Context: an optimization exercise on an open-source flow, tuned for small area, a short achievable clock period and few clock cycles. The choices shown serve that exercise and are no tape-out recipe.
In this exercise RTL edits were held to simulation tests only and were not proved equivalent to the original.
Power figures rest on the tool's default switching activity, not on a simulated workload.

## flow/run.sh

```bash
#!/bin/bash
# synth_recipe.tcl (not shown) runs the flow's synth.tcl, then flattens the netlist and writes it again
# the make line also repeats each setting of config.mk as NAME=value (left out here)
make -C /OpenROAD-flow-scripts/flow DESIGN_CONFIG=/design/flow/config.mk WORK_HOME=/design/flow/orfs CLKGATE_MAP_FILE= SYNTH_SCRIPT=/design/flow/synth_recipe.tcl finish
```

## flow/config.mk

```make
export PLATFORM = sky130hd
export DESIGN_NAME = vec_accel
export DESIGN_NICKNAME = vec_accel
export VERILOG_FILES = /design/flow/design.v
export SDC_FILE = /design/flow/constraint.sdc
export NUM_CORES = 4
export LEC_CHECK = 0
export ABC_CLOCK_PERIOD_IN_PS = 4000
export CAP_MARGIN = 20
export CORE_MARGIN = 2
export CORE_UTILIZATION = 40
export PLACE_DENSITY = 0.6
export SETUP_SLACK_MARGIN = 5
export SLEW_MARGIN = 20
```

## flow/constraint.sdc

```tcl
create_clock -name core_clock -period 10.0 [get_ports {clk}]
set_input_delay 2.0000 -clock core_clock [delete_from_list [all_inputs] [get_ports {clk}]]
set_output_delay 2.0000 -clock core_clock [all_outputs]
set_load 0.01 [all_outputs]
```

## flow/design.v

```verilog
`timescale 1ns/1ps
module vector_element_alu_x1 (
        input  logic [7:0] A,
        input  logic [7:0] B,
        input  logic [2:0] sel,
        output logic [7:0] R,
        output logic [3:0] MHI
    );
    logic [7:0] add_sub_out;
    logic [7:0] mlo;
    assign add_sub_out = A + (B ^ {8{sel[0]}}) + {7'd0, sel[0]};
    assign mlo         = A * {4'd0, B[3:0]};
    assign MHI         = A[3:0] * B[7:4];
    always_comb begin
        case (sel)
            3'b000, 3'b001, 3'b011: R = add_sub_out;
            3'b010:                 R = mlo;
            3'b100:                 R = A & B;
            3'b101:                 R = A | B;
            3'b110:                 R = A ^ B;
            default:                R = ~A;
        endcase
    end
endmodule
module vector_element_alu_x2 (
        input  logic [7:0] R,
        input  logic [3:0] MHI,
        input  logic [2:0] sel,
        output logic [7:0] S
    );
    always_comb begin
        case (sel)
            3'b010:  S = {R[7:4] + MHI, R[3:0]};
            3'b011:  S = {{7{R[7]}}, |R};
            default: S = R;
        endcase
    end
endmodule
`timescale 1ns/1ps
module vec_accel (
        input  logic       clk,
        input  logic       rst_l,
        input  logic [7:0] in_data,
        input  logic       in_valid,
        output logic       in_ready,
        output logic [7:0] out_data,
        output logic       out_valid
    );
    localparam int LANES = 4;               
    localparam int K     = 16 / LANES;      
    localparam int KB    = $clog2(K);
    localparam int LB    = $clog2(LANES);
    localparam int CW    = 8 * LANES;       
    localparam int D     = 3;               
    localparam int WS    = K - D;           
    localparam int Q     = 4;               
    localparam int QB    = $clog2(Q);
    localparam int NR    = 17;              
    logic [KB-1:0] phase;
    always_ff @(posedge clk, negedge rst_l)
        if (!rst_l) phase <= '0;
        else        phase <= phase + 1'b1;
    logic [NR-1:0][K-1:0][CW-1:0] ring;
    logic [NR-1:0] wr_en;
    logic [CW-1:0] wr_data;
    genvar gr, gs;
    generate
        for (gr = 0; gr < NR; gr++) begin : g_reg
            for (gs = 0; gs < K; gs++) begin : g_stage
                if (gs == WS) begin : g_w
                    always_ff @(posedge clk)
                        ring[gr][gs] <= wr_en[gr] ? wr_data : ring[gr][(gs + 1) % K];
                end else begin : g_s
                    always_ff @(posedge clk)
                        ring[gr][gs] <= ring[gr][(gs + 1) % K];
                end
            end
        end
    endgenerate
    typedef enum logic [2:0] {S_LO, S_HI, S_LEN, S_SCAL, S_VEC} fstate_t;
    typedef enum logic [3:0] {
        F_NOP, F_LOAD, F_BCAST, F_RET, F_MOV, F_VVI, F_VV, F_VSI, F_VSA, F_RED
    } fkind_t;
    fstate_t    fst;
    fkind_t     fk;
    logic [7:0] inst_lo, inst_hi;
    logic [4:0] len_r;
    logic [7:0] scal_r;
    logic [3:0] idx;
    logic       vec_last;
    logic [15:0][7:0] imm;
    logic       imm_we_q;
    logic [3:0] imm_idx_q;
    logic [7:0] imm_byte_q;
    logic       imm_owned;
    logic       imm_release;
    logic [QB:0] cnt_res;       
    logic        push_d;        
    logic        p_valid;       
    logic        pop;
    fkind_t hi_kind;
    always_comb begin
        hi_kind = F_NOP;
        if (!inst_lo[7]) begin
            if (inst_lo[6:4] == 3'b001)      hi_kind = F_LOAD;
            else if (inst_lo[6:4] == 3'b010) hi_kind = F_BCAST;
        end else begin
            case (in_data[7:4])
                4'b0001: hi_kind = F_RET;
                4'b0010: hi_kind = F_MOV;
                4'b1110: hi_kind = F_VVI;
                4'b1010: hi_kind = F_VV;
                4'b1111: hi_kind = F_VSI;
                4'b1011: hi_kind = F_VSA;
                4'b1001, 4'b1000: hi_kind = F_RED;
                default: hi_kind = F_NOP;
            endcase
        end
    end
    logic take;
    assign take = in_valid && in_ready;
    fstate_t     fst_n;
    logic [3:0]  idx_n;
    logic        vec_last_n, imm_owned_n;
    logic [QB:0] cnt_res_n;
    always_comb begin
        push_d      = 1'b0;
        fst_n       = fst;
        idx_n       = idx;
        vec_last_n  = vec_last;
        imm_owned_n = imm_owned && !imm_release;
        if (take) begin
            case (fst)
                S_LO: fst_n = S_HI;
                S_HI: begin
                    push_d = hi_kind == F_RET || hi_kind == F_MOV || hi_kind == F_VV ||
                             hi_kind == F_VSA || hi_kind == F_RED;
                    if (hi_kind == F_LOAD || hi_kind == F_BCAST || hi_kind == F_VVI)
                        fst_n = S_LEN;
                    else if (hi_kind == F_VSI)
                        fst_n = S_SCAL;
                    else
                        fst_n = S_LO;
                end
                S_LEN: begin
                    idx_n      = '0;
                    vec_last_n = in_data[4:0] == 5'd1;
                    if (fk == F_BCAST)
                        fst_n = S_SCAL;
                    else if (in_data[4:0] == 5'd0) begin
                        push_d = 1'b1;
                        fst_n  = S_LO;
                    end else
                        fst_n = S_VEC;
                end
                S_SCAL: begin
                    push_d = 1'b1;
                    fst_n  = S_LO;
                end
                S_VEC: begin
                    if (idx == 4'd0)
                        imm_owned_n = 1'b1;
                    idx_n      = idx + 1'b1;
                    vec_last_n = {1'b0, idx} + 5'd2 == len_r;
                    if (vec_last) begin
                        push_d = 1'b1;
                        fst_n  = S_LO;
                    end
                end
                default: fst_n = S_LO;
            endcase
        end
        cnt_res_n = cnt_res + push_d - pop;
    end
    always_ff @(posedge clk, negedge rst_l) begin
        if (!rst_l) begin
            fst       <= S_LO;
            fk        <= F_NOP;
            idx       <= '0;
            vec_last  <= 1'b0;
            imm_we_q  <= 1'b0;
            imm_owned <= 1'b0;
            p_valid   <= 1'b0;
            cnt_res   <= '0;
            in_ready  <= 1'b1;
        end else begin
            imm_we_q  <= take && fst == S_VEC;
            p_valid   <= push_d;
            cnt_res   <= cnt_res_n;
            fst       <= fst_n;
            idx       <= idx_n;
            vec_last  <= vec_last_n;
            imm_owned <= imm_owned_n;
            if (take && fst == S_HI)
                fk <= hi_kind;
            in_ready  <= !(fst_n != S_LO && !(fst_n == S_VEC && !vec_last_n) &&
                           cnt_res_n == Q[QB:0]) &&
                         !(fst_n == S_VEC && idx_n == 4'd0 && imm_owned_n);
        end
    end
    always_ff @(posedge clk) begin
        if (take && fst == S_LO) inst_lo <= in_data;
        if (take && fst == S_HI) inst_hi <= in_data;
        if (take && fst == S_LEN) len_r <= in_data[4:0];
        if (take && fst == S_SCAL) scal_r <= in_data;
        imm_idx_q  <= idx;
        imm_byte_q <= in_data;
        if (imm_we_q)
            imm[imm_idx_q] <= imm_byte_q;
    end
    localparam logic [1:0] B_VB = 2'd0, B_IMM = 2'd1, B_SCAL = 2'd2, B_ACC = 2'd3;
    typedef struct packed {
        logic [3:0] a;
        logic [3:0] b;
        logic [2:0] op;         
        logic [1:0] bsel;
        logic       mask;       
        logic [4:0] len;
        logic [7:0] scal;
        logic       we;         
        logic       zero_a;
        logic       red;
        logic       red_ret;
        logic       own_imm;
        logic       ret;        
    } op_t;
    logic [15:0][4:0] vlen;
    logic [4:0] la, lb, lnew;
    op_t        pe;
    logic       lwe;
    always_ff @(posedge clk) begin
        if (fst == S_HI) begin
            la <= vlen[inst_lo[3:0]];
            lb <= vlen[in_data[3:0]];
        end
    end
    always_comb begin
        pe         = '0;
        pe.a       = inst_lo[3:0];
        pe.b       = inst_hi[3:0];
        pe.op      = inst_lo[6:4];
        pe.len     = len_r;
        pe.scal    = scal_r;
        lwe        = 1'b0;
        lnew       = len_r;
        case (fk)
            F_LOAD: begin
                pe.we = 1'b1; pe.zero_a = 1'b1; pe.op = 3'b101; pe.bsel = B_IMM; pe.mask = 1'b1;
                pe.own_imm = len_r != 5'd0;
                lwe = 1'b1; lnew = len_r;
            end
            F_BCAST: begin
                pe.we = 1'b1; pe.zero_a = 1'b1; pe.op = 3'b101; pe.bsel = B_SCAL; pe.mask = 1'b1;
                lwe = 1'b1; lnew = len_r;
            end
            F_MOV: begin
                pe.we = 1'b1; pe.zero_a = 1'b1; pe.op = 3'b101; pe.bsel = B_VB;
                lwe = 1'b1; lnew = lb;
            end
            F_RET: begin
                pe.ret = 1'b1; pe.zero_a = 1'b1; pe.op = 3'b101; pe.bsel = B_VB; pe.len = lb;
            end
            F_VVI: begin
                pe.we = 1'b1; pe.bsel = B_IMM; pe.mask = 1'b1;
                pe.own_imm = len_r != 5'd0;
                lwe = 1'b1; lnew = (la > len_r) ? la : len_r;
            end
            F_VV: begin
                pe.we = 1'b1; pe.bsel = B_VB;
                lwe = 1'b1; lnew = (la > lb) ? la : lb;
            end
            F_VSI: begin
                pe.we = 1'b1; pe.bsel = B_SCAL;
            end
            F_VSA: begin
                pe.we = 1'b1; pe.bsel = B_ACC;
            end
            F_RED: begin
                pe.red = 1'b1; pe.red_ret = inst_hi[4]; pe.len = la;
            end
            default: ;
        endcase
    end
    always_ff @(posedge clk)
        if (p_valid && lwe)
            vlen[inst_lo[3:0]] <= lnew;
    localparam int OPW = 33;             
    logic [Q-1:0][OPW-1:0] qmem;
    logic [QB-1:0] q_wp, q_rp;
    logic [QB:0]   q_cnt;
    always_ff @(posedge clk)
        if (p_valid)
            qmem[q_wp] <= pe;
    always_ff @(posedge clk, negedge rst_l) begin
        if (!rst_l) begin
            q_wp  <= '0;
            q_rp  <= '0;
            q_cnt <= '0;
        end else begin
            if (p_valid) q_wp <= q_wp + 1'b1;
            if (pop)     q_rp <= q_rp + 1'b1;
            q_cnt <= q_cnt + p_valid - pop;
        end
    end
    op_t qh;
    assign qh = qmem[q_rp];
    op_t           cur;
    logic          busy;
    logic [KB-1:0] scnt;
    logic [4:0] out_cnt;
    logic [3:0] out_idx;
    logic [3:0] out_dly;
    logic       red_pending;
    logic [7:0] red_byte;
    logic [7:0] acc;
    logic x_valid, x_first, x_last, x_red, x_red_ret;
    logic y_valid, y_first, y_last, y_red, y_red_ret;
    logic red_busy, hazard, start;
    assign red_busy = red_pending || (busy && cur.red && cur.red_ret) ||
                      (x_red && x_red_ret) || (y_red && y_red_ret) ||
                      (z_red && z_red_ret);
    always_comb begin
        hazard = 1'b0;
        if (qh.bsel == B_ACC && !qh.red &&
            ((busy && cur.red && !cur.red_ret) || (x_red && !x_red_ret) ||
             (y_red && !y_red_ret)))
            hazard = 1'b1;
        if (qh.ret && (out_cnt != 5'd0 || red_busy))
            hazard = 1'b1;
        if (qh.red && qh.red_ret && red_busy)
            hazard = 1'b1;
    end
    assign start = q_cnt != '0 && (!busy || scnt == KB'(K - 1)) && !hazard;
    assign pop   = start;
    assign imm_release = busy && scnt == KB'(K - 1) && cur.own_imm;
    always_ff @(posedge clk, negedge rst_l) begin
        if (!rst_l) begin
            busy <= 1'b0;
            scnt <= '0;
        end else begin
            if (start) begin
                busy <= 1'b1;
                scnt <= '0;
            end else if (busy) begin
                scnt <= scnt + 1'b1;
                if (scnt == KB'(K - 1))
                    busy <= 1'b0;
            end
        end
    end
    always_ff @(posedge clk)
        if (start)
            cur <= qh;
    logic [CW-1:0] head_a, head_b, imm_c;
    logic [NR-1:0][CW-1:0] heads;
    logic [K-1:0][CW-1:0]  obuf;
    logic [3:0]            cur_a, cur_b;
    generate
        for (gr = 0; gr < NR; gr++) begin : g_head
            assign heads[gr] = ring[gr][0];
        end
        for (gs = 0; gs < K; gs++) begin : g_obuf
            assign obuf[gs] = ring[16][gs];
        end
    endgenerate
    assign cur_a  = cur.a;
    assign cur_b  = cur.b;
    assign head_a = heads[cur_a];
    assign head_b = heads[cur_b];
    logic [4:0] lane0;
    assign lane0 = 5'(phase) * 5'(LANES);
    always_comb
        for (int l = 0; l < LANES; l++)
            imm_c[l*8 +: 8] = imm[4'(lane0 + 5'(l))];
    logic [CW-1:0]    r_b, r_a;
    logic [LANES-1:0] r_in;
    logic [7:0]       r_ident;      
    always_comb
        case (cur.op[1:0])
            2'b00, 2'b01: r_ident = 8'h00;
            2'b10:        r_ident = 8'h7f;
            default:      r_ident = 8'h80;
        endcase
    always_comb begin
        for (int l = 0; l < LANES; l++) begin
            r_in[l] = lane0 + 5'(l) < cur.len;
            case (cur.bsel)
                B_VB:    r_b[l*8 +: 8] = head_b[l*8 +: 8];
                B_IMM:   r_b[l*8 +: 8] = imm_c[l*8 +: 8];
                B_SCAL:  r_b[l*8 +: 8] = cur.scal;
                default: r_b[l*8 +: 8] = acc;
            endcase
            if (cur.mask && !r_in[l])
                r_b[l*8 +: 8] = 8'h00;
            if (cur.zero_a)
                r_a[l*8 +: 8] = 8'h00;
            else if (cur.red && !r_in[l])
                r_a[l*8 +: 8] = r_ident;
            else
                r_a[l*8 +: 8] = head_a[l*8 +: 8];
        end
    end
    logic [CW-1:0]    x_a, x_b;
    logic [2:0]       x_op;
    logic [NR-1:0]    x_we, y_we;
    logic [LANES-1:0] x_rmask;
    always_ff @(posedge clk, negedge rst_l) begin
        if (!rst_l) begin
            x_valid   <= 1'b0;
            x_first   <= 1'b0;
            x_last    <= 1'b0;
            x_red     <= 1'b0;
            x_red_ret <= 1'b0;
            x_we      <= '0;
            y_valid   <= 1'b0;
            y_first   <= 1'b0;
            y_last    <= 1'b0;
            y_red     <= 1'b0;
            y_red_ret <= 1'b0;
            y_we      <= '0;
        end else begin
            x_valid   <= busy;
            x_first   <= busy && scnt == '0;
            x_last    <= busy && scnt == KB'(K - 1);
            x_red     <= busy && cur.red;
            x_red_ret <= busy && cur.red && cur.red_ret;
            x_we      <= '0;
            if (busy) begin
                if (cur.we)  x_we[cur.a] <= 1'b1;
                if (cur.ret) x_we[16]    <= 1'b1;
            end
            y_valid   <= x_valid;
            y_first   <= x_first;
            y_last    <= x_last;
            y_red     <= x_red;
            y_red_ret <= x_red_ret;
            y_we      <= x_we;
        end
    end
    always_ff @(posedge clk) begin
        x_op    <= cur.op;
        x_a     <= r_a;
        x_b     <= r_b;
        x_rmask <= r_in;
    end
    logic [2:0]                y_op;
    logic [LANES-1:0][7:0]     y_res;
    logic [LANES-1:0][3:0]     y_mhi;
    logic [LANES-1:0][7:0]     x_res;
    logic [LANES-1:0][3:0]     x_mhi;
    genvar gl;
    generate
        for (gl = 0; gl < LANES; gl++) begin : g_lane
            vector_element_alu_x1 alu1 (
                .A(x_a[gl*8 +: 8]),
                .B(x_b[gl*8 +: 8]),
                .sel(x_op),
                .R(x_res[gl]),
                .MHI(x_mhi[gl])
            );
            vector_element_alu_x2 alu2 (
                .R(y_res[gl]),
                .MHI(y_mhi[gl]),
                .sel(y_op),
                .S(wr_data[gl*8 +: 8])
            );
        end
    endgenerate
    always_ff @(posedge clk) begin
        y_op  <= x_op;
        y_res <= x_res;
        y_mhi <= x_mhi;
    end
    assign wr_en = y_we;
    function automatic logic [7:0] rcomb(input logic [1:0] op, input logic [7:0] p,
                                         input logic [7:0] q);
        logic lt;
        lt = $signed(p) < $signed(q);
        case (op)
            2'b00:   rcomb = p + q;
            2'b01:   rcomb = p | q;
            2'b10:   rcomb = lt ? p : q;
            default: rcomb = lt ? q : p;
        endcase
    endfunction
    logic [1:0] x_rop, y_rop, z_rop;
    assign x_rop = x_op[1:0];
    logic [LANES/2-1:0][7:0] y_pair;
    logic [7:0] z_part, racc, rnext;
    logic z_first, z_last, z_red, z_red_ret;
    always_ff @(posedge clk) begin
        for (int l = 0; l < LANES / 2; l++)
            y_pair[l] <= rcomb(x_rop, x_a[16*l +: 8], x_a[16*l+8 +: 8]);
        y_rop  <= x_rop;
        z_part <= rcomb(y_rop, y_pair[0], y_pair[1]);
        z_rop  <= y_rop;
    end
    always_ff @(posedge clk, negedge rst_l) begin
        if (!rst_l) begin
            z_first   <= 1'b0;
            z_last    <= 1'b0;
            z_red     <= 1'b0;
            z_red_ret <= 1'b0;
        end else begin
            z_first   <= y_first;
            z_last    <= y_last;
            z_red     <= y_red;
            z_red_ret <= y_red_ret;
        end
    end
    assign rnext = z_first ? z_part : rcomb(z_rop, racc, z_part);
    always_ff @(posedge clk) begin
        if (z_red)
            racc <= rnext;
        if (z_red && z_last && !z_red_ret)
            acc <= rnext;
        if (z_red && z_red_ret && z_last)
            red_byte <= rnext;
    end
    logic [KB-1:0] out_stage;
    logic [CW-1:0] out_chunk;
    assign out_stage = KB'(out_idx >> LB) - phase;
    assign out_chunk = obuf[out_stage];
    always_ff @(posedge clk, negedge rst_l) begin
        if (!rst_l) begin
            out_cnt     <= '0;
            out_idx     <= '0;
            out_dly     <= '0;
            red_pending <= 1'b0;
            out_valid   <= 1'b0;
            out_data    <= 8'h00;
        end else begin
            out_valid <= 1'b0;
            if (out_dly != 4'd0)
                out_dly <= out_dly - 1'b1;
            if (out_cnt != 5'd0 && out_dly == 4'd0) begin
                out_valid <= 1'b1;
                out_data  <= out_chunk[out_idx[LB-1:0]*8 +: 8];
                out_idx   <= out_idx + 1'b1;
                out_cnt   <= out_cnt - 1'b1;
            end else if (out_cnt == 5'd0 && red_pending) begin
                out_valid   <= 1'b1;
                out_data    <= red_byte;
                red_pending <= 1'b0;
            end
            if (start && qh.ret) begin
                out_cnt <= qh.len;
                out_idx <= '0;
                out_dly <= 4'(K + D - 1);
            end
            if (z_red && z_red_ret && z_last)
                red_pending <= 1'b1;
        end
    end
endmodule
```

==> results_dict.tcl, run 1 <==
set metrics [dict create \
    fmax_mhz 210 \
    hold_viol_final 0 \
    cp_data_arrival_time_ns 5.56 \
    synth_cell_types 84 \
    slew_headroom_pct 24.4 \
    cts_buffer_depth 4 \
    ant_nets 0 \
    syn-mean-instance-area_sq_um 12.7 \
    final_common_cell "dfxtp_1" \
    syn_nets 8184 \
    p_leak_nw 44.7 \
    synthTopCellsByArea "dfxtp_1 47%, edfxtp_1 13%, mux4_2 9.9%" \
    ios 21 \
    synth.top_cell.area_share_pct 47.1 \
    overflow 0 \
    dp_hpwl_mm 169 \
    fin_util_pct 45.8 \
    finalSetupViolCount 0 \
    grt_start_max_net_pins 93 \
    drv_cap 0 \
    grt_pass1_vias 61800 \
    antenna_found_initial 12 \
    ys_ff_latch 2865 \
    synth_cells 7842 \
    multiInputGateArea_sq_um 34200 \
    core_sq_um 246000 \
    die_h_um 502 \
    hp-class "flip-flop to flip-flop" \
    wl_per_cell_um 23.2 \
    place_congestion 0.912 \
    status "finished clean" \
    maxSlewViolCount 0 \
    fin_nets 8192 \
    grt_pass1_wl_mm 396 \
    initial_utilization_pct 40.3 \
    fin_skew_ns 0.120 \
    most-common-layout-cells "2,328 x dfxtp_1, 647 x nor2_1, 570 x a21oi_1" \
    drt_iter0_drc 5520 \
    crit_fanout 11 \
    synth_top_area_cell "dfxtp_1" \
    fillers 22000 \
    drt_pass1_iterations 6 \
    synth.yosys.warnings 3 \
    numPortBuffers 20 \
    synthFlopType "dfxtp_1" \
    final_layout_size_suffix_gt1_share_pct 15.7 \
    num_vias 60900 \
    path_class "input pin to flip-flop" \
    grt_usage_pct 20.7 \
    cts_max_level 5 \
    r2r_setup_slack_ns 5.80 \
    clk_pin_slew_worst_paths_ns 0.06 \
    tightest_slew_ns 1.13 \
    powerDensity_nw_per_um2 369 \
    cts_num_sinks 2865 \
    cts_tree "built" \
    seq_area_frac_synth_pct 62.7 \
    synth_area_sq_um 99200 \
    clk_latency_ns 0.95 \
    fin_crit_sh_pct 47.6 \
    wl_mm 264 \
    required_ns 10.80 \
    numCtsBuffers 302 \
    ctsRootBufferMaster "clkbuf_16" \
    synth_edf_count 433 \
    ir_worst_vdd_mv 0.297 \
    grt_setup_unrepaired "no" \
    fin_crit_ns 4.76 \
    viasPerCell 5.35 \
    drc 0 \
    die_x_um 502 \
    startpoint_type "input pin" \
    syn_to_final_growth_pct 13.8 \
    worstSetupEndpointType "flip-flop" \
    tns_ns 0 \
    seq_area_sq_um 62300 \
    async_flop_share_pct 3.49 \
    num_rows 182 \
    die-area_sq_um 252000 \
]
## cell usage after synthesis, types with 29 or more instances
library cell,instances
edfxtp_1,433
nor2_1,652
nand2b_1,35
a31oi_1,42
dfrtp_1,99
and2_1,42
nand3_1,103
o31ai_1,36
a21oi_1,586
a21o_1,31
o21ai_0,215
ha_1,281
o211ai_1,44
o22ai_1,100
nor3_1,86
buf_1,38
clkbuf_1,336
a221oi_1,29
xor2_1,54
dfxtp_1,2332
fa_1,50
inv_1,366
xnor2_1,104
a22o_1,66
nor2b_1,58
mux4_2,438
nand2_1,533
a211oi_1,51
mux2i_1,50
buf_2,40
mux2_2,168
## area by class of cell
cell class / count / area share, %
sequential: 2865 / 55.1
multi-input combinational: 4187 / 30.3
clock buffer: 419 / 7.76
tap: 3312 / 3.67
inverter: 369 / 1.23
clock inverter: 102 / 0.965
timing repair buffer: 125 / 0.934
antenna: 2 / 0.00443
## worst max-delay path, cell delays in order
cell and delay, ns:
clkdlybuf4s50_1 0.58, or3_1 0.43, a21boi_0 0.33, nand2_1 0.11, nand3_1 0.11, and3_1 0.18, o311ai_1 0.15, ha_1 0.33
inv_1 0.06, ha_1 0.13, inv_1 0.06, fa_1 0.41, xnor2_1 0.19, xnor2_1 0.15, nor3b_1 0.24, a32oi_1 0.10
## final timing paths
check | endpoint | cells past startpoint | from
max in group asynchronous | y_we[16]$_DFF_PN0_ | 2 | rst_l
max reg2reg | x_b[21]$_SDFF_PP0_ | 8 | cur[25]$_DFFE_PP_
max | in_ready$_DFF_PN1_ | 16 | in_data[6]
min reg2reg | ring[72]$_DFF_P_ | 0 | ring[104]$_DFF_P_
min in group asynchronous | phase[1]$_DFF_PN0_ | 1 | rst_l
min | ring[72]$_DFF_P_ | 0 | ring[104]$_DFF_P_
## registers in the layout, indices dropped and copies added, names as in the netlist, 16 cells and up
signal and count:
cur 33, imm 128, qmem 132, ring 2176
vlen 80, x_a 32, x_b 32, x_we 17
y_mhi 16, y_pair 16, y_res 32, y_we 17
## report_power, final
group	total (mW)	switching (mW)	leakage [nW]	internal, mW
clock	11.1	4.47	4.86	6.60
sequential	18.3	2.33	24.4	16.0
combinational	12.3	7.44	15.4	4.85
total	41.7	14.2	44.7	27.5
## stage by stage
| step | total power [mW] | setup slack (ns) | cell area (sq um) | std cells | hold WS [ns] |
|---|---|---|---|---|---|
| after floorplan | 25.9 | 5.17 | 99200 | 7842 | 0.310 |
| after global routing | 43.8 | 5.03 | 113000 | 11400 | 0.242 |
| after global placement | 30.3 | 4.06 | 103000 | 10900 | 0.310 |
| final | 41.7 | 5.24 | 113000 | 11400 | 0.244 |
| after CTS | 41.9 | 5.09 | 113000 | 11400 | 0.238 |
| after detailed placement | 30.7 | 4.11 | 103000 | 10900 | 0.312 |
## metal layers
layer / vias up / track usage (%) / share of wire [%]
met4: 0 / 6.27 / 2.7
met3: 394 / 3.33 / 6.1
met5: - / 0 / 0
li1: 27800 / - / -
met2: 2023 / 32.6 / 46
met1: 30700 / 29.4 / 46
## cells by family (layout without fill, tap and decap cells)
group | Yosys count | after routing | share of synthesized area, %
DFF | 2865 | 2865 | 62.7
AOI/OAI and AO/OA | 1402 | 1402 | 8.69
other | 0 | 2 | 0
muxes | 657 | 657 | 12.4
xor gates and xnor gates | 162 | 162 | 1.49
buffers and inverters | 790 | 1015 | 3.06
adders and majority gates | 331 | 331 | 4.55
and+or+nand+nor | 1635 | 1635 | 7.15
## timing repair
item,in CTS,in global routing
gates resized for setup,0,2
endpoints found under the setup margin,0,1
hold buffers,0,0
buffers inserted,0,0
Testbench counts, summed over its fixed seeds: cycles 26,072.
==> inputs of run 2 (changes only) <==
==> flow/flow/run.sh (new file) <==
#!/bin/bash
set -euo pipefail
MARGIN=6.5
sed "s/CLKGATE_MAP_FILE= /CLKGATE_MAP_FILE= SETUP_SLACK_MARGIN=${MARGIN} /" standard.sh > standard_margin.sh
bash standard_margin.sh > flow.log 2>&1
==> flow/standard.sh (new file) <==
#!/bin/bash
# synth_recipe.tcl (not shown) runs the flow's synth.tcl, then flattens the netlist and writes it again
# the make line also repeats each setting of config.mk as NAME=value (left out here)
make -C /OpenROAD-flow-scripts/flow DESIGN_CONFIG=/design/flow/config.mk WORK_HOME=/design/flow/orfs CLKGATE_MAP_FILE= SYNTH_SCRIPT=/design/flow/synth_recipe.tcl "${@:-finish}"
--- a/flow/config.mk
+++ b/flow/config.mk
@@ -5,10 +5,9 @@
 export SDC_FILE = /design/flow/constraint.sdc
 export NUM_CORES = 4
 export LEC_CHECK = 0
-export ABC_CLOCK_PERIOD_IN_PS = 4000
+export ABC_CLOCK_PERIOD_IN_PS = 3500
 export CAP_MARGIN = 20
 export CORE_MARGIN = 2
 export CORE_UTILIZATION = 40
 export PLACE_DENSITY = 0.6
-export SETUP_SLACK_MARGIN = 5
 export SLEW_MARGIN = 20
removed: flow/run.sh
==> run 2 against run 1 <==
  * Still clean on timing, DRC and antenna
  * Power increased by 0.23%
  * Design area rose by 0.15%
  * Clock-buffer cell count up 3
  * Wire length grew 1.0%
  * Critical path depth unchanged
  * Sequential cell count did not move
  * Core utilization grew 0.070 points
  * Clock skew down 0.029 ns
  * Clock power barely moved
  * Critical path type unchanged
  * Largest cell class unchanged
  * Largest power group unchanged
==> results_dict.tcl, run 2 <==
set metrics [dict create \
    most-common-layout-cells "2,303 x dfxtp_1, 649 x nor2_1, 570 x a21oi_1" \
    place_congestion 0.895 \
    tns_ns 0 \
    synthFlopType "dfxtp_1" \
    num_rows 182 \
    yosysMostFrequentCell "dfxtp_1" \
    final_layout_size_suffix_gt1_share_pct 16.4 \
    fin_crit_sh_pct 39.9 \
    numCtsBuffers 298 \
    wl_per_cell_um 23.4 \
    clk_latency_ns 0.94 \
    fillers 22100 \
    ios 21 \
    wl_met2_mm 122 \
    cts_tree "built" \
    largest_register "ring" \
    dp.cells 10900 \
    die_x_um 502 \
    hp-class "flip-flop to flip-flop" \
    synth.yosys.warnings 3 \
    fin_ws_ns 6.01 \
    top_layer "met4" \
    hold_viol_final 0 \
    syn-mean-instance-area_sq_um 12.7 \
    num_vias 61200 \
    numPortBuffers 20 \
    hold_depth 0 \
    maxSlewViolCount 0 \
    final_common_cell "dfxtp_1" \
    initial_utilization_pct 40.3 \
    antenna_found_initial 13 \
    r2r_setup_slack_ns 6.33 \
    async_flop_share_pct 3.49 \
    whs_endpoint "ring[666]$_DFF_P_" \
    cts_buffer_depth 4 \
    cp_data_arrival_time_ns 4.85 \
    met1Wirelength_mm 120 \
    largest_reg_flops 2176 \
    drt_iter0_drc 5420 \
    min_from "ring[698]$_DFF_P_" \
    synth.top_cell.area_share_pct 47.1 \
    cts_num_sinks 2865 \
    viasPerCell 5.37 \
    seq_area_frac_synth_pct 62.7 \
    slew_headroom_pct 22.4 \
    fin_nets 8200 \
    fin_crit_ns 3.99 \
    synthTopCellsByCount "2,332 x dfxtp_1, 652 x nor2_1, 586 x a21oi_1" \
    clk_pin_slew_worst_paths_ns 0.06 \
    grt_usage_pct 20.8 \
    ant_nets 0 \
    r2r-end "in_ready$_DFF_PN1_" \
    worst_r2r_path_depth 14 \
    path_class "input pin to flip-flop" \
    p_leak_nw 44.7 \
    synth_cells 7842 \
    crit_fanout 2 \
    largestRegisters "ring x2176, qmem x132, imm x128" \
    synthTopCellsByArea "dfxtp_1 47%, edfxtp_1 13%, mux4_2 9.9%" \
    ys_ff_latch 2865 \
    core_sq_um 246000 \
    syn_to_final_growth_pct 14.0 \
    ctsRootBufferMaster "clkbuf_16" \
    report.power.total_mw 41.8 \
    drc 0 \
    synth_cell_types 84 \
    syn_nets 8184 \
    die_h_um 502 \
    wl_mm 266 \
    die-area_sq_um 252000 \
    grt_pass1_vias 62000 \
    fin_cells 11400 \
    drv_cap 0 \
    grt_pass1_wl_mm 397 \
    dp_hpwl_mm 167 \
    synth_area_sq_um 99200 \
    startpoint_type "input pin" \
    pre_cts_slack_ns 4.18 \
    grt_start_max_net_pins 99 \
    worstSetupEndpointType "flip-flop" \
    dr_wl_met3_mm 16.2 \
    reg2reg_from "fk[1]$_DFFE_PN0P_" \
    powerDensity_nw_per_um2 369 \
    fin_skew_ns 0.0918 \
    tightest_slew_ns 1.16 \
    cts_max_level 5 \
    drt_pass1_iterations 6 \
    ir_worst_vdd_mv 0.449 \
    fin_util_pct 45.9 \
    grt_setup_unrepaired "yes" \
    synth_edf_count 433 \
    finalSetupViolCount 0 \
    status "finished clean" \
    synth_top_area_cell "dfxtp_1" \
    required_ns 10.86 \
    fmax_mhz 251 \
    overflow 0 \
]
## run 2: cell type report
type                            count  area [sq um]  area share, %
Multi-Input combinational cell   4187         34300           30.3
Sequential cell                  2865         62300           55.1
Clock buffer                      422          8660           7.65
Clock inverter                     96           972          0.860
Timing Repair Buffer              137          1270           1.12
Inverter                          369          1400           1.23
Antenna cell                        2          5.00        0.00443
Tap cell                         3312          4140           3.66
## run 2: worst max path at each step
stage | from | endpoint | slack (ns) | depth (start not counted)
floorplan | in_data[2] | in_ready$_DFF_PN1_ | 5.43 | 15
CTS | in_data[2] | in_ready$_DFF_PN1_ | 6.10 | 16
global placement | in_data[3] | in_ready$_DFF_PN1_ | 4.22 | 15
finish | in_data[2] | in_ready$_DFF_PN1_ | 6.01 | 16
global route | in_data[2] | in_ready$_DFF_PN1_ | 5.94 | 16
detailed placement | in_data[3] | in_ready$_DFF_PN1_ | 4.18 | 15
## run 2: kinds of logic after synthesis
kind of cell	Yosys count	share of synthesized area, %
DFF	2865	62.7
and+or+nand+nor	1635	7.15
buffers and inverters	790	3.06
muxes	657	12.4
adders and majority gates	331	4.55
xor gates and xnor gates	162	1.49
AOI/OAI and AO/OA	1402	8.69
## run 2: worst max-delay path, stage by stage
cell and delay, ns:
buf_6 0.09, buf_12 0.11, or4_4 0.53, nor3_2 0.11
nor2_1 0.07, nor3_2 0.21, o311ai_4 0.13, ha_1 0.32
inv_1 0.06, ha_2 0.17, inv_2 0.04, fa_2 0.36
xnor2_2 0.15, xnor2_1 0.14, nor3b_2 0.16, a32oi_1 0.17
## run 2: metrics by stage
step / hold slack [ns] / cell area, sq um
finish: 0.264 / 113000
global route: 0.272 / 113000
CTS: 0.260 / 113000
detailed placement: 0.312 / 103000
global placement: 0.310 / 103000
floorplan: 0.310 / 99300
## run 2: what timing repair did
action,in CTS,in global routing
hold buffers,0,0
hold endpoints to repair,0,0
buffers inserted,4,12
endpoints found under the setup margin,113,47
pin swaps,11,1
gates cloned,1,3
gates resized for setup,130,34
## run 2: per-layer routing
metal	global-route usage, %	vias to the layer above
met5	0	-
met4	7.14	0
met3	3.31	443
met2	32.6	2037
met1	29.2	30900
li1	-	27800
## run 2: report_power, final
part / internal (mW) / switching, mW
clock: 6.42 / 4.47
combinational: 4.92 / 7.65
sequential: 16.0 / 2.31
total: 27.4 / 14.4
==> inputs of run 3 (changes only) <==
--- a/flow/design.v
+++ b/flow/design.v
@@ -89,8 +89,7 @@
     logic [3:0] idx;
     logic       vec_last;
     logic [15:0][7:0] imm;
-    logic       imm_we_q;
-    logic [3:0] imm_idx_q;
+    logic [15:0] imm_we_oh;
     logic [7:0] imm_byte_q;
     logic       imm_owned;
     logic       imm_release;
@@ -123,6 +122,7 @@
     logic [3:0]  idx_n;
     logic        vec_last_n, imm_owned_n;
     logic [QB:0] cnt_res_n;
+    logic        full_n;
     always_comb begin
         push_d      = 1'b0;
         fst_n       = fst;
@@ -170,7 +170,20 @@
                 default: fst_n = S_LO;
             endcase
         end
-        cnt_res_n = cnt_res + push_d - pop;
+        case ({push_d, pop})
+            2'b10: begin
+                cnt_res_n = cnt_res + 1'b1;
+                full_n    = cnt_res == QB'(Q - 1);
+            end
+            2'b01: begin
+                cnt_res_n = cnt_res - 1'b1;
+                full_n    = 1'b0;
+            end
+            default: begin
+                cnt_res_n = cnt_res;
+                full_n    = cnt_res == Q[QB:0];
+            end
+        endcase
     end
     always_ff @(posedge clk, negedge rst_l) begin
         if (!rst_l) begin
@@ -178,13 +191,13 @@
             fk        <= F_NOP;
             idx       <= '0;
             vec_last  <= 1'b0;
-            imm_we_q  <= 1'b0;
+            imm_we_oh <= '0;
             imm_owned <= 1'b0;
             p_valid   <= 1'b0;
             cnt_res   <= '0;
             in_ready  <= 1'b1;
         end else begin
-            imm_we_q  <= take && fst == S_VEC;
+            imm_we_oh <= (take && fst == S_VEC) ? 16'(1) << idx : '0;
             p_valid   <= push_d;
             cnt_res   <= cnt_res_n;
             fst       <= fst_n;
@@ -193,8 +206,7 @@
             imm_owned <= imm_owned_n;
             if (take && fst == S_HI)
                 fk <= hi_kind;
-            in_ready  <= !(fst_n != S_LO && !(fst_n == S_VEC && !vec_last_n) &&
-                           cnt_res_n == Q[QB:0]) &&
+            in_ready  <= !(fst_n != S_LO && !(fst_n == S_VEC && !vec_last_n) && full_n) &&
                          !(fst_n == S_VEC && idx_n == 4'd0 && imm_owned_n);
         end
     end
@@ -203,10 +215,10 @@
         if (take && fst == S_HI) inst_hi <= in_data;
         if (take && fst == S_LEN) len_r <= in_data[4:0];
         if (take && fst == S_SCAL) scal_r <= in_data;
-        imm_idx_q  <= idx;
         imm_byte_q <= in_data;
-        if (imm_we_q)
-            imm[imm_idx_q] <= imm_byte_q;
+        for (int i = 0; i < 16; i++)
+            if (imm_we_oh[i])
+                imm[i] <= imm_byte_q;
     end
     localparam logic [1:0] B_VB = 2'd0, B_IMM = 2'd1, B_SCAL = 2'd2, B_ACC = 2'd3;
     typedef struct packed {
@@ -288,6 +300,7 @@
     logic [Q-1:0][OPW-1:0] qmem;
     logic [QB-1:0] q_wp, q_rp;
     logic [QB:0]   q_cnt;
+    logic          q_ne;           
     always_ff @(posedge clk)
         if (p_valid)
             qmem[q_wp] <= pe;
@@ -296,10 +309,21 @@
             q_wp  <= '0;
             q_rp  <= '0;
             q_cnt <= '0;
+            q_ne  <= 1'b0;
         end else begin
             if (p_valid) q_wp <= q_wp + 1'b1;
             if (pop)     q_rp <= q_rp + 1'b1;
-            q_cnt <= q_cnt + p_valid - pop;
+            case ({p_valid, pop})
+                2'b10: begin
+                    q_cnt <= q_cnt + 1'b1;
+                    q_ne  <= 1'b1;
+                end
+                2'b01: begin
+                    q_cnt <= q_cnt - 1'b1;
+                    q_ne  <= q_cnt != (QB+1)'(1);
+                end
+                default: ;
+            endcase
         end
     end
     op_t qh;
@@ -308,6 +332,7 @@
     logic          busy;
     logic [KB-1:0] scnt;
     logic [4:0] out_cnt;
+    logic       out_nz;         
     logic [3:0] out_idx;
     logic [3:0] out_dly;
     logic       red_pending;
@@ -325,12 +350,12 @@
             ((busy && cur.red && !cur.red_ret) || (x_red && !x_red_ret) ||
              (y_red && !y_red_ret)))
             hazard = 1'b1;
-        if (qh.ret && (out_cnt != 5'd0 || red_busy))
+        if (qh.ret && (out_nz || red_busy))
             hazard = 1'b1;
         if (qh.red && qh.red_ret && red_busy)
             hazard = 1'b1;
     end
-    assign start = q_cnt != '0 && (!busy || scnt == KB'(K - 1)) && !hazard;
+    assign start = q_ne && (!busy || scnt == KB'(K - 1)) && !hazard;
     assign pop   = start;
     assign imm_release = busy && scnt == KB'(K - 1) && cur.own_imm;
     always_ff @(posedge clk, negedge rst_l) begin
@@ -519,11 +544,14 @@
     end
     logic [KB-1:0] out_stage;
     logic [CW-1:0] out_chunk;
-    assign out_stage = KB'(out_idx >> LB) - phase;
+    logic          out_emit;
     assign out_chunk = obuf[out_stage];
+    assign out_emit  = out_nz && out_dly == 4'd0;
     always_ff @(posedge clk, negedge rst_l) begin
         if (!rst_l) begin
             out_cnt     <= '0;
+            out_nz      <= 1'b0;
+            out_stage   <= '0;
             out_idx     <= '0;
             out_dly     <= '0;
             red_pending <= 1'b0;
@@ -533,19 +561,24 @@
             out_valid <= 1'b0;
             if (out_dly != 4'd0)
                 out_dly <= out_dly - 1'b1;
-            if (out_cnt != 5'd0 && out_dly == 4'd0) begin
+            out_stage <= out_stage - 1'b1 +
+                         KB'(out_emit && out_idx[LB-1:0] == LB'(LANES - 1));
+            if (out_emit) begin
                 out_valid <= 1'b1;
                 out_data  <= out_chunk[out_idx[LB-1:0]*8 +: 8];
                 out_idx   <= out_idx + 1'b1;
                 out_cnt   <= out_cnt - 1'b1;
-            end else if (out_cnt == 5'd0 && red_pending) begin
+                out_nz    <= out_cnt != 5'd1;
+            end else if (!out_nz && red_pending) begin
                 out_valid   <= 1'b1;
                 out_data    <= red_byte;
                 red_pending <= 1'b0;
             end
             if (start && qh.ret) begin
-                out_cnt <= qh.len;
-                out_idx <= '0;
+                out_cnt   <= qh.len;
+                out_nz    <= qh.len != 5'd0;
+                out_idx   <= '0;
+                out_stage <= ~phase;
                 out_dly <= 4'(K + D - 1);
             end
             if (z_red && z_red_ret && z_last)
==> flow/flow/run.sh (replaced) <==
#!/bin/bash
set -euo pipefail
MARGIN=6.7
sed "s/CLKGATE_MAP_FILE= /CLKGATE_MAP_FILE= SETUP_SLACK_MARGIN=${MARGIN} /" standard.sh > standard_margin.sh
bash standard_margin.sh > flow.log 2>&1
==> run 3 against run 2 <==
  * Largest power group unchanged
  * Clock-buffer cell count increased by 22
  * Non-clock buffer count increased by 53
  * Critical path depth shrank 15
  * Wire length is 3.3% lower
  * Highest routed layer is now met5
==> results_dict.tcl, run 3 <==
set metrics [dict create \
    startpoint_type "flip-flop" \
    seq_area_frac_synth_pct 64.1 \
    die_h_um 498 \
    finalSetupViolCount 0 \
    path_class "flip-flop to output port" \
    synthFlopType "dfxtp_1" \
    async_flop_share_pct 4.07 \
    die_x_um 498 \
    grt_setup_unrepaired "yes" \
    yosysMostFrequentCell "dfxtp_1" \
    ant_nets 0 \
    drc 0 \
    tns_ns 0 \
    final_common_cell "dfxtp_1" \
    core_sq_um 243000 \
    grt_pass1_vias 58200 \
    synth_edf_count 433 \
    tightest_slew_ns 1.12 \
    synth.top_cell.area_share_pct 47.8 \
    cp_data_arrival_time_ns 1.59 \
    num_vias 57500 \
    pre_cts_slack_ns 4.79 \
    grt_pass1_wl_mm 382 \
    synthTopCellsByArea "dfxtp_1 48%, edfxtp_1 13%, mux4_2 11%" \
    required_ns 8.00 \
    fin_nets 7788 \
    synthAdderAreaFrac_pct 4.68 \
    ir_worst_vdd_mv 0.266 \
    die-area_sq_um 248000 \
    clk_latency_ns 0.99 \
    largest_reg_flops 2176 \
    cp_top_family "flip-flops" \
    critPathMaxStageDelay_ns 0.55 \
    fin_crit_sh_pct 35.9 \
    syn_nets 7673 \
    fmax_mhz 279 \
    yosys.area_share.simple_pct 5.46 \
    fin_ws_ns 6.41 \
    cts_max_level 5 \
    num_rows 181 \
    dp.cells 10300 \
    final_layout_size_suffix_gt1_share_pct 18.8 \
    synth_compound_area_share_pct 7.31 \
    worstSetupEndpointType "output port" \
    hp-class "flip-flop to flip-flop" \
    fin_cells 10900 \
    worstPathBufferInverterCount 1 \
    drv_cap 0 \
    synth_mux_area_share_pct 13.7 \
    powerDensity_nw_per_um2 380 \
    ctsRootBufferMaster "clkbuf_16" \
    cp_cell_sequence "buf_6" \
    maxSlewViolCount 0 \
    synth.yosys.warnings 3 \
    slowest_stage "dfstp_2" \
    ios 21 \
    fin_skew_ns 0.105 \
    synth_area_sq_um 97500 \
    drt_iter0_drc 5508 \
    synth_top_area_cell "dfxtp_1" \
    numPortBuffers 20 \
    synthTopCellsByCount "2,328 x dfxtp_1, 651 x nor2_1, 614 x a21oi_1" \
    hold_viol_final 0 \
    drt_pass1_iterations 6 \
    worst_r2r_path_depth 11 \
    initial_utilization_pct 40.2 \
    wl_per_cell_um 23.7 \
    grt_start_max_net_pins 96 \
    crit_cells 1 \
    ys_ff_latch 2878 \
    cts_buffer_depth 4 \
    dp_hpwl_mm 160 \
    report.power.total_mw 42.8 \
    hold_depth 0 \
    cts_num_sinks 2878 \
    syn-mean-instance-area_sq_um 13.3 \
    antenna_found_initial 18 \
    slew_headroom_pct 25.3 \
    p_leak_nw 44.7 \
    wl_mm 257 \
    largestRegisters "ring x2176, qmem x132, imm x128" \
    overflow 0 \
    clk_pin_slew_worst_paths_ns 0.06 \
    fin_crit_ns 3.59 \
    cts_tree "built" \
    place_congestion 0.928 \
    ctsHoldBuffers 0 \
    synth_xor_area_share_pct 1.68 \
    numCtsBuffers 306 \
    grt_usage_pct 20.4 \
    most-common-layout-cells "2,295 x dfxtp_1, 644 x nor2_1, 593 x a21oi_1" \
    syn_to_final_growth_pct 15.3 \
    status "finished clean" \
    crit_fanout 2 \
    synth_cells 7327 \
    viasPerCell 5.29 \
    synth_cell_types 78 \
    synth_top_family_by_area "multiplexers" \
    largest_register "ring" \
]
## run 3: cell types whose count changed in the layout (fill, tap and decap cells not counted), sizes merged, moves of 28 or more
cell,delta
o211ai,-42
o21ai,-39
nand2,-220
mux4,+40
buf,+53
mux2i,+31
a32o,+36
nand3,-73
a21oi,+28
a22o,-45
## run 3: cells by family after synthesis
group	count (synthesis)
AOI/OAI and AO/OA	1205
xor gates and xnor gates	185
adders and majority gates	335
buffers and inverters	757
DFF	2878
muxes	718
and+or+nand+nor	1249
## run 3: cell type report
| type | instances | area [sq um] |
|---|---|---|
| fill | 21300 | 130000 |
| sequential | 2878 | 62700 |
| multi-input combinational | 3692 | 32500 |
| clock buffer | 444 | 8880 |
| tap | 3202 | 4010 |
| timing repair buffer | 190 | 1870 |
| inverter | 374 | 1430 |
| clock inverter | 86 | 998 |
| antenna | 1 | 2.50 |
## run 3: path summary, 6_finish.rpt
check	slack [ns]	startpoint	to
max	6.41	in_ready$_DFF_PN1_	in_ready
min	0.26	ring[1081]$_DFF_P_	ring[1049]$_DFF_P_
max reg2reg	6.64	inst_lo[4]$_DFFE_PP_	in_ready$_DFF_PN1_
min reg2reg	0.26	ring[1081]$_DFF_P_	ring[1049]$_DFF_P_
max in group asynchronous	7.60	rst_l	q_rp[0]$_DFFE_PN0P_
min in group asynchronous	1.10	rst_l	imm_we_oh[3]$_DFF_PN0_
## run 3: per-stage QoR
stage          instance area [sq um]  utilization [%]  hold slack, ns
2_1_floorplan                  97600                -           0.310
3_3_place_gp                  101000             41.7           0.310
3_5_place_dp                  101000             41.7           0.312
4_1_cts                       112000             46.1           0.251
5_1_grt                       112000             46.3           0.255
6_report                      112000             46.3           0.256
## run 3: repair_timing
| item | CTS | global route |
|---|---|---|
| buffers inserted | 46 | 24 |
| pin swaps | 11 | 18 |
| endpoints found under the setup margin | 232 | 122 |
| resized for setup | 176 | 80 |
| cloned | 2 | 2 |
| hold endpoints to repair | 0 | 0 |
## run 3: worst register-to-register path, cell delays in order, from the launching register on
cell and delay, ns:
edfxtp_1 0.48, nor4b_1 0.88, a21oi_2 0.11, o31a_1 0.38, or3_4 0.39, a31oi_2 0.20, ha_2 0.21, nor4b_1 0.05
o21ai_1 0.21, nor2_1 0.07, a2bb2oi_1 0.18, o21a_1 0.15
## run 3: layer usage
metal	share of wire (%)	vias to the layer above	wire length [um]	GRT usage, %
li1	-	26000	-	-
met1	45	29200	115000	28.2
met2	46	1816	119000	32.4
met3	5.9	449	15100	3.35
met4	3.5	2	9000	7.39
met5	0.0050	-	13	0
## run 3: where the power goes
group          switching, mW  total [mW]  internal (mW)
Sequential              2.38        18.7           16.3
Combinational           7.60        13.0           5.35
Clock                   4.46        11.1           6.67
Total                   14.4        42.8           28.3
Testbench counts of run 3, summed over its fixed seeds: cycles 26,072.
==> inputs of run 4 (changes only) <==
--- a/flow/config.mk
+++ b/flow/config.mk
@@ -9,5 +9,6 @@
 export CAP_MARGIN = 20
 export CORE_MARGIN = 2
 export CORE_UTILIZATION = 40
+export CTS_BUF_LIST = sky130_fd_sc_hd__clkbuf_4 sky130_fd_sc_hd__clkbuf_8
 export PLACE_DENSITY = 0.6
 export SLEW_MARGIN = 20
==> run 4 against run 3 <==
  * Register-to-register slack better by 0.14 ns
  * Critical path type unchanged
  * Largest power group unchanged
  * Wire length up 0.55%
  * Worst setup slack worse by 0.17 ns
  * Clock skew grew 0.028 ns
  * Sequential cell count unchanged
==> results_dict.tcl, run 4 <==
set metrics [dict create \
    hold_viol_final 0 \
    final_area_sq_um 112000 \
    syn_to_final_growth_pct 14.7 \
    num_vias 58100 \
    drt_pass1_iterations 6 \
    synthFlopType "dfxtp_1" \
    ir_worst_vdd_mv 0.266 \
    required_ns 8.00 \
    final_common_cell "dfxtp_1" \
    slowest_stage "dfstp_2" \
    grt_usage_pct 20.5 \
    wl_mm 259 \
    synth_top_area_cell "dfxtp_1" \
    p_leak_nw 44.9 \
    seq_area_frac_synth_pct 64.1 \
    numCtsBuffers 449 \
    synthTopCellsByCount "2,328 x dfxtp_1, 651 x nor2_1, 614 x a21oi_1" \
    path_class "flip-flop to output port" \
    synth.top_cell.area_share_pct 47.8 \
    overflow 0 \
    placed_area_sq_um 101000 \
    numPortBuffers 20 \
    fmax_mhz 266 \
    maxSlewViolCount 0 \
    clockPowerShare_pct 24.9 \
    dp_hpwl_mm 160 \
    fin_crit_ns 3.76 \
    synth_area_sq_um 97500 \
    async_flop_share_pct 4.07 \
    pre_cts_slack_ns 4.79 \
    fin_skew_ns 0.133 \
    powerDensity_nw_per_um2 376 \
    place_congestion 0.928 \
    finalSetupViolCount 0 \
    viasPerCell 5.23 \
    ctsRootBufferMaster "clkbuf_8" \
    slew_headroom_pct 25.6 \
    initial_utilization_pct 40.2 \
    die_x_um 498 \
    most-common-layout-cells "2,297 x dfxtp_1, 643 x nor2_1, 594 x a21oi_1" \
    status "finished clean" \
    cp_cell_sequence "buf_6" \
    core_sq_um 243000 \
    drv_cap 0 \
    wl_per_cell_um 23.3 \
    cp_top_family "flip-flops" \
    report.power.total_mw 42.0 \
    cts_buffer_depth 4 \
    num_rows 181 \
    ios 21 \
    drt_iter0_drc 5011 \
    combPwrFrac_pct 30.7 \
    ys_ff_latch 2878 \
    tns_ns 0 \
    synth_edf_count 433 \
    clk_latency_ns 1.12 \
    fin_ws_ns 6.24 \
    synth.yosys.warnings 3 \
    grt_pass1_wl_mm 384 \
    grt_start_max_net_pins 96 \
    p_sw_share_pct 34.5 \
    crit_fanout 2 \
    fillers 21500 \
    synthTopCellsByArea "dfxtp_1 48%, edfxtp_1 13%, mux4_2 11%" \
    antenna_found_initial 13 \
    cp_data_arrival_time_ns 1.76 \
    tightest_slew_ns 1.12 \
    synth_cells 7327 \
    critPathMaxStageDelay_ns 0.55 \
    grt_setup_unrepaired "yes" \
    fin_util_pct 46.1 \
    cts_num_sinks 2878 \
    ant_nets 0 \
    die-area_sq_um 248000 \
    hp-class "flip-flop to flip-flop" \
    die_h_um 498 \
    cts_tree "built" \
    syn_nets 7673 \
    switchingPower_mw 14.5 \
    fin_nets 7893 \
    yosysMostFrequentCell "dfxtp_1" \
    syn-mean-instance-area_sq_um 13.3 \
    drc 0 \
    worstSetupEndpointType "output port" \
    clk_pin_slew_worst_paths_ns 0.06 \
    startpoint_type "flip-flop" \
    synth_cell_types 78 \
    fin_crit_sh_pct 37.6 \
    largest_reg_flops 2176 \
    grt_pass1_vias 59200 \
    worstPathBufferInverterCount 1 \
    final_layout_size_suffix_gt1_share_pct 22.0 \
    largest_register "ring" \
    largestRegisters "ring x2176, qmem x132, imm x128" \
    power.internal_mw 27.6 \
    cts_max_level 5 \
    seqPwrFrac_pct 44.5 \
]
## run 4: cell counts after synthesis
Identical to the previous run, type by type.
## run 4: path summary, 6_finish.rpt
kind,from,end,slack [ns],depth (start not counted)
setup reg to reg,out_dly[0]$_DFFE_PN0P_,out_data[0]$_DFFE_PN0P_,6.78,8
hold reg to reg,ring[1724]$_DFF_P_,ring[1692]$_DFF_P_,0.26,0
min in group asynchronous,rst_l,imm_we_oh[4]$_DFF_PN0_,0.93,1
setup / recovery,in_ready$_DFF_PN1_,in_ready,6.24,1
hold / removal,ring[1724]$_DFF_P_,ring[1692]$_DFF_P_,0.26,0
max in group asynchronous,rst_l,q_rp[0]$_DFFE_PN0P_,7.79,2
## run 4: timing repair
item,in CTS,in global routing
setup endpoints to repair,228,74
cloned,3,1
pin swaps,7,16
endpoints found under the hold margin,0,0
buffers inserted,11,21
resized for setup,171,68
hold buffers,0,0
## run 4: through the flow
step | instances | hold slack [ns]
5_1_grt | 11100 | 0.273
4_1_cts | 11100 | 0.252
2_1_floorplan | 7327 | 0.310
6_report | 11100 | 0.265
3_3_place_gp | 10300 | 0.310
3_5_place_dp | 10300 | 0.312
## run 4: metal layers
metal	up-vias	GRT usage, %	part of all wire [%]
met3	501	3.72	6.3
met2	1962	32.4	46
met1	29400	28.0	44
li1	26300	-	-
met5	-	0	0
met4	0	7.93	3.6
## run 4: power groups by stage
stage / registers [mW] / clock network, mW / logic (mW)
2_1_floorplan: 17.7 / 0 / 8.79
3_3_place_gp: 18.7 / 0 / 12.3
3_5_place_dp: 18.8 / 0 / 12.5
4_1_cts: 18.7 / 10.7 / 12.7
5_1_grt: 19.1 / 11.2 / 13.9
6_report: 18.7 / 10.5 / 12.9
## run 4: cell families after synthesis
family	after synthesis	share of synthesized area, %
mux	718	13.7
simple gates	1249	5.46
compound gates	1205	7.31
fa+ha+maj	335	4.68
flops	2878	64.1
buf+inv	757	3.03
xor+xnor	185	1.68
## run 4: final cells by class
class                   instances  area (sq um)  area share [%]
diodes                          2          5.00         0.00447
clock buffers                 703          8850            7.91
clock inverters               101           872           0.780
inverters                     374          1430            1.28
multi-input cells            3692         32500            29.1
flip-flops and latches       2878         62700            56.1
well taps                    3202          4010            3.58
repair buffers                152          1500            1.34
==> inputs of run 5 (changes only) <==
--- a/flow/design.v
+++ b/flow/design.v
@@ -55,7 +55,7 @@
     localparam int WS    = K - D;           
     localparam int Q     = 4;               
     localparam int QB    = $clog2(Q);
-    localparam int NR    = 17;              
+    localparam int NR    = 16;              
     logic [KB-1:0] phase;
     always_ff @(posedge clk, negedge rst_l)
         if (!rst_l) phase <= '0;
@@ -340,7 +340,13 @@
     logic [7:0] acc;
     logic x_valid, x_first, x_last, x_red, x_red_ret;
     logic y_valid, y_first, y_last, y_red, y_red_ret;
-    logic red_busy, hazard, start;
+    logic red_busy, hazard, start, start_ret, can_main, can_ret, ret_wait;
+    logic          rbusy;           
+    logic [KB-1:0] rcnt;
+    logic [3:0]    pb;              
+    logic          cur_uses_b, qh_uses_b;
+    assign cur_uses_b = cur.we && cur.bsel == B_VB;
+    assign qh_uses_b  = qh.we && qh.bsel == B_VB;
     assign red_busy = red_pending || (busy && cur.red && cur.red_ret) ||
                       (x_red && x_red_ret) || (y_red && y_red_ret) ||
                       (z_red && z_red_ret);
@@ -352,11 +358,36 @@
             hazard = 1'b1;
         if (qh.ret && (out_nz || red_busy))
             hazard = 1'b1;
+        if (!qh.ret && qh_uses_b && rbusy && rcnt != KB'(K - 1))
+            hazard = 1'b1;
         if (qh.red && qh.red_ret && red_busy)
             hazard = 1'b1;
     end
-    assign start = q_ne && (!busy || scnt == KB'(K - 1)) && !hazard;
-    assign pop   = start;
+    assign ret_wait  = busy && scnt != KB'(K - 1) &&
+                       (cur_uses_b || (cur.we && cur.a == qh.b));
+    assign can_main  = !busy || scnt == KB'(K - 1);
+    assign can_ret   = (!rbusy || rcnt == KB'(K - 1)) && !ret_wait;
+    assign start     = q_ne && !qh.ret && can_main && !hazard;
+    assign start_ret = q_ne && qh.ret && can_ret && !hazard;
+    assign pop       = start || start_ret;
+    always_ff @(posedge clk, negedge rst_l) begin
+        if (!rst_l) begin
+            rbusy <= 1'b0;
+            rcnt  <= '0;
+        end else begin
+            if (start_ret) begin
+                rbusy <= 1'b1;
+                rcnt  <= '0;
+            end else if (rbusy) begin
+                rcnt <= rcnt + 1'b1;
+                if (rcnt == KB'(K - 1))
+                    rbusy <= 1'b0;
+            end
+        end
+    end
+    always_ff @(posedge clk)
+        if (start_ret || (start && qh_uses_b))
+            pb <= qh.b;
     assign imm_release = busy && scnt == KB'(K - 1) && cur.own_imm;
     always_ff @(posedge clk, negedge rst_l) begin
         if (!rst_l) begin
@@ -379,19 +410,20 @@
     logic [CW-1:0] head_a, head_b, imm_c;
     logic [NR-1:0][CW-1:0] heads;
     logic [K-1:0][CW-1:0]  obuf;
-    logic [3:0]            cur_a, cur_b;
+    logic [3:0]            cur_a;
     generate
         for (gr = 0; gr < NR; gr++) begin : g_head
             assign heads[gr] = ring[gr][0];
         end
-        for (gs = 0; gs < K; gs++) begin : g_obuf
-            assign obuf[gs] = ring[16][gs];
-        end
     endgenerate
     assign cur_a  = cur.a;
-    assign cur_b  = cur.b;
     assign head_a = heads[cur_a];
-    assign head_b = heads[cur_b];
+    assign head_b = heads[pb];
+    always_ff @(posedge clk) begin
+        for (int i = 0; i < K - 1; i++)
+            obuf[i] <= obuf[i + 1];
+        obuf[K - 1] <= rbusy ? head_b : obuf[0];
+    end
     logic [4:0] lane0;
     assign lane0 = 5'(phase) * 5'(LANES);
     always_comb
@@ -452,7 +484,6 @@
             x_we      <= '0;
             if (busy) begin
                 if (cur.we)  x_we[cur.a] <= 1'b1;
-                if (cur.ret) x_we[16]    <= 1'b1;
             end
             y_valid   <= x_valid;
             y_first   <= x_first;
@@ -574,12 +605,12 @@
                 out_data    <= red_byte;
                 red_pending <= 1'b0;
             end
-            if (start && qh.ret) begin
+            if (start_ret) begin
                 out_cnt   <= qh.len;
                 out_nz    <= qh.len != 5'd0;
                 out_idx   <= '0;
                 out_stage <= ~phase;
-                out_dly <= 4'(K + D - 1);
+                out_dly <= 4'(K);
             end
             if (z_red && z_red_ret && z_last)
                 red_pending <= 1'b1;
--- a/flow/config.mk
+++ b/flow/config.mk
@@ -9,6 +9,5 @@
 export CAP_MARGIN = 20
 export CORE_MARGIN = 2
 export CORE_UTILIZATION = 40
-export CTS_BUF_LIST = sky130_fd_sc_hd__clkbuf_4 sky130_fd_sc_hd__clkbuf_8
 export PLACE_DENSITY = 0.6
 export SLEW_MARGIN = 20
==> run 5 against run 4 <==
  * Wire length decreased by 0.30%
  * Still clean on timing, DRC and antenna
  * Largest cell class unchanged
  * Sequential cell count unchanged
  * Clock-buffer cell count decreased by 290
  * Worst hold slack improved by 0.018 ns
  * First-iteration DRC count decreased by 4.3%
==> results_dict.tcl, run 5 <==
set metrics [dict create \
    die_h_um 498 \
    numPortBuffers 20 \
    largestRegisters "ring x2048, qmem x132" \
    ys_ff_latch 2878 \
    grt_setup_unrepaired "yes" \
    r2r-end "y_res[31]$_DFF_P_" \
    most-common-layout-cells "2,290 x dfxtp_1, 641 x nor2_1, 597 x a21oi_1" \
    cp_cell_sequence "buf_6" \
    slew_headroom_pct 20.8 \
    syn-mean-instance-area_sq_um 13.2 \
    tns_ns 0 \
    ir_worst_vdd_mv 0.228 \
    drt_iter0_drc 4797 \
    ant_nets 0 \
    startpoint_type "flip-flop" \
    fin_crit_sh_pct 36.0 \
    fin_nets 7894 \
    path_class "flip-flop to output port" \
    r2r_setup_slack_ns 6.74 \
    synth.yosys.warnings 3 \
    worstPathBufferInverterCount 1 \
    ctsRootBufferMaster "clkbuf_16" \
    clk_latency_ns 0.94 \
    grt_start_max_net_pins 95 \
    core_sq_um 243000 \
    num_vias 58000 \
    yosysMostFrequentCell "dfxtp_1" \
    final_area_sq_um 112000 \
    reg2reg_from "x_b[27]$_SDFF_PP0_" \
    hp-class "flip-flop to flip-flop" \
    synthTopCellsByArea "dfxtp_1 48%, edfxtp_1 13%, mux4_2 10%" \
    dp_hpwl_mm 159 \
    cts_buffer_depth 4 \
    num_rows 181 \
    overflow 0 \
    hold_viol_final 0 \
    final_layout_size_suffix_gt1_share_pct 18.4 \
    seq_area_frac_synth_pct 63.9 \
    drt_pass1_iterations 6 \
    drv_cap 0 \
    viasPerCell 5.29 \
    slowest_stage "dfstp_2" \
    synth_edf_count 432 \
    synth_cell_types 86 \
    synth_area_sq_um 97800 \
    cts_tree "built" \
    numCtsBuffers 297 \
    ios 21 \
    critPathMaxStageDelay_ns 0.58 \
    initial_utilization_pct 40.2 \
    cp_data_arrival_time_ns 1.60 \
    ctsHoldBuffers 0 \
    cp-startpoint "in_ready$_DFF_PN1_" \
    cp_top_family "flip-flops" \
    die-area_sq_um 248000 \
    die_x_um 498 \
    tightest_slew_ns 1.18 \
    worst_r2r_path_depth 12 \
    synth_cells 7434 \
    largest_register "ring" \
    crit_cells 1 \
    required_ns 8.00 \
    report.power.total_mw 41.1 \
    crit_end "in_ready" \
    wl_per_cell_um 23.5 \
    fin_hold_ws_ns 0.283 \
    async_flop_share_pct 4.10 \
    grt_pass1_vias 59200 \
    synth.top_cell.area_share_pct 47.7 \
    wl_mm 258 \
    grt_usage_pct 20.3 \
    fmax_mhz 278 \
    final_common_cell "dfxtp_1" \
    synthTopCellsByCount "2,328 x dfxtp_1, 643 x nor2_1, 612 x a21oi_1" \
    syn_to_final_growth_pct 15.0 \
    status "finished clean" \
    p_leak_nw 44.8 \
    maxSlewViolCount 0 \
    antenna_found_initial 7 \
    finalSetupViolCount 0 \
    placed_area_sq_um 102000 \
    grt_pass1_wl_mm 383 \
    synth_top_area_cell "dfxtp_1" \
    syn_nets 7781 \
    synthFlopType "dfxtp_1" \
    fin_crit_ns 3.60 \
    fin_skew_ns 0.0773 \
    clk_pin_slew_worst_paths_ns 0.06 \
    worstSetupEndpointType "output port" \
    cts_num_sinks 2878 \
    powerDensity_nw_per_um2 365 \
    drc 0 \
    place_congestion 0.892 \
    cts_max_level 5 \
    largest_reg_flops 2048 \
    crit_fanout 3 \
]
run 5: cells by family (layout without fill, tap and decap cells):
family / after synthesis / count (layout) / synth area share, %
flops: 2878 / 2878 / 63.9
other cells: 0 / 4 / 0
simple gates: 1273 / 1273 / 5.53
xor+xnor: 184 / 184 / 1.65
compound gates: 1259 / 1259 / 7.77
buf+inv: 758 / 1089 / 3.00
fa+ha+maj: 337 / 337 / 4.69
mux: 745 / 745 / 13.4
run 5: metal layers:
metal	wire [um]	track usage [%]	up-vias
li1	-	-	26400
met1	112000	27.1	29300
met2	122000	33.4	1776
met3	14400	3.24	514
met4	9310	7.16	2
met5	20	0	-
run 5: worst min-delay path by stage:
stage                        from                 end  slack (ns)  cells past startpoint
2_1_floorplan    ring[32]$_DFF_P_     ring[0]$_DFF_P_        0.31                      0
3_3_place_gp    ring[104]$_DFF_P_    ring[72]$_DFF_P_        0.31                      0
3_5_place_dp   ring[1067]$_DFF_P_  ring[1035]$_DFF_P_        0.31                      0
4_1_cts         ring[959]$_DFF_P_   ring[927]$_DFF_P_        0.28                      0
5_1_grt         ring[759]$_DFF_P_   ring[727]$_DFF_P_        0.30                      0
6_report        ring[959]$_DFF_P_   ring[927]$_DFF_P_        0.28                      0
run 5: repair_timing:
item,CTS,global route
pin swaps,8,37
endpoints found under the setup margin,145,134
setup buffers,16,42
resized for setup,169,96
hold endpoints to repair,0,0
gates cloned,4,4
run 5: power by group:
group / switching [mW] / total (mW) / internal (mW) / leakage [nW]
clock: 4.46 / 10.9 / 6.48 / 4.77
combinational: 7.27 / 12.2 / 4.95 / 15.5
sequential: 2.23 / 17.9 / 15.7 / 24.6
total: 14.0 / 41.1 / 27.1 / 44.8
run 5: cell type report:
class,instances,area (sq um)
Tap cell,3202,4010
Timing Repair Buffer,196,1930
Sequential cell,2878,62700
Antenna cell,4,10.0
Clock inverter,104,1030
Fill cell,21400,131000
Inverter,376,1440
Clock buffer,413,8620
Multi-Input combinational cell,3798,32700
run 5: through the flow:
step	utilization [%]	instances	setup WS, ns
2_1_floorplan	-	7434	5.56
6_report	46.2	11000	6.40
4_1_cts	45.9	10900	6.34
3_3_place_gp	41.8	10400	4.76
5_1_grt	46.2	11000	6.35
3_5_place_dp	41.8	10400	4.84
Testbench counts of run 5, summed over its fixed seeds: cycles 25,458.

what the ideal ports hide:
In the flow no input, the clock included, has a driving cell. The finished layouts below were timed again as built, in two steps. Step 1, drivers: a clkbuf_16 drives clk and a buf_2 each remaining input, both assumed. Step 2 moves the port delays by t, midway between the first and last clock arrival at a register: inputs arrive t later, outputs are due t later. That takes back most of the time a late clock gives input paths. a / b / c = no drivers / after step 1 / after step 2; a / b = the first two.
run | t (ns) | setup slack, ns | hold WS [ns] | cell pins on the clock port's net
run 1 | 0.986 | 5.237 / 5.314 / 4.328 | 0.244 / 0.244 / 0.244 | 1
run 2 | 0.994 | 6.010 / 6.070 / 5.075 | 0.264 / 0.264 / 0.264 | 1
run 3 | 1.020 | 6.411 / 6.320 / 5.320 | 0.256 / 0.256 / 0.256 | 1
run 4 | 1.143 | 6.243 / 6.153 / 5.491 | 0.265 / 0.265 / 0.265 | 1
run 5 | 0.990 | 6.404 / 6.317 / 5.832 | 0.283 / 0.283 / 0.283 | 1
After both steps setup and hold are still met in every run listed. For run 3, which loses most, drivers alone change the setup slack by -0.091 ns; drivers and shift together by -1.091 ns.
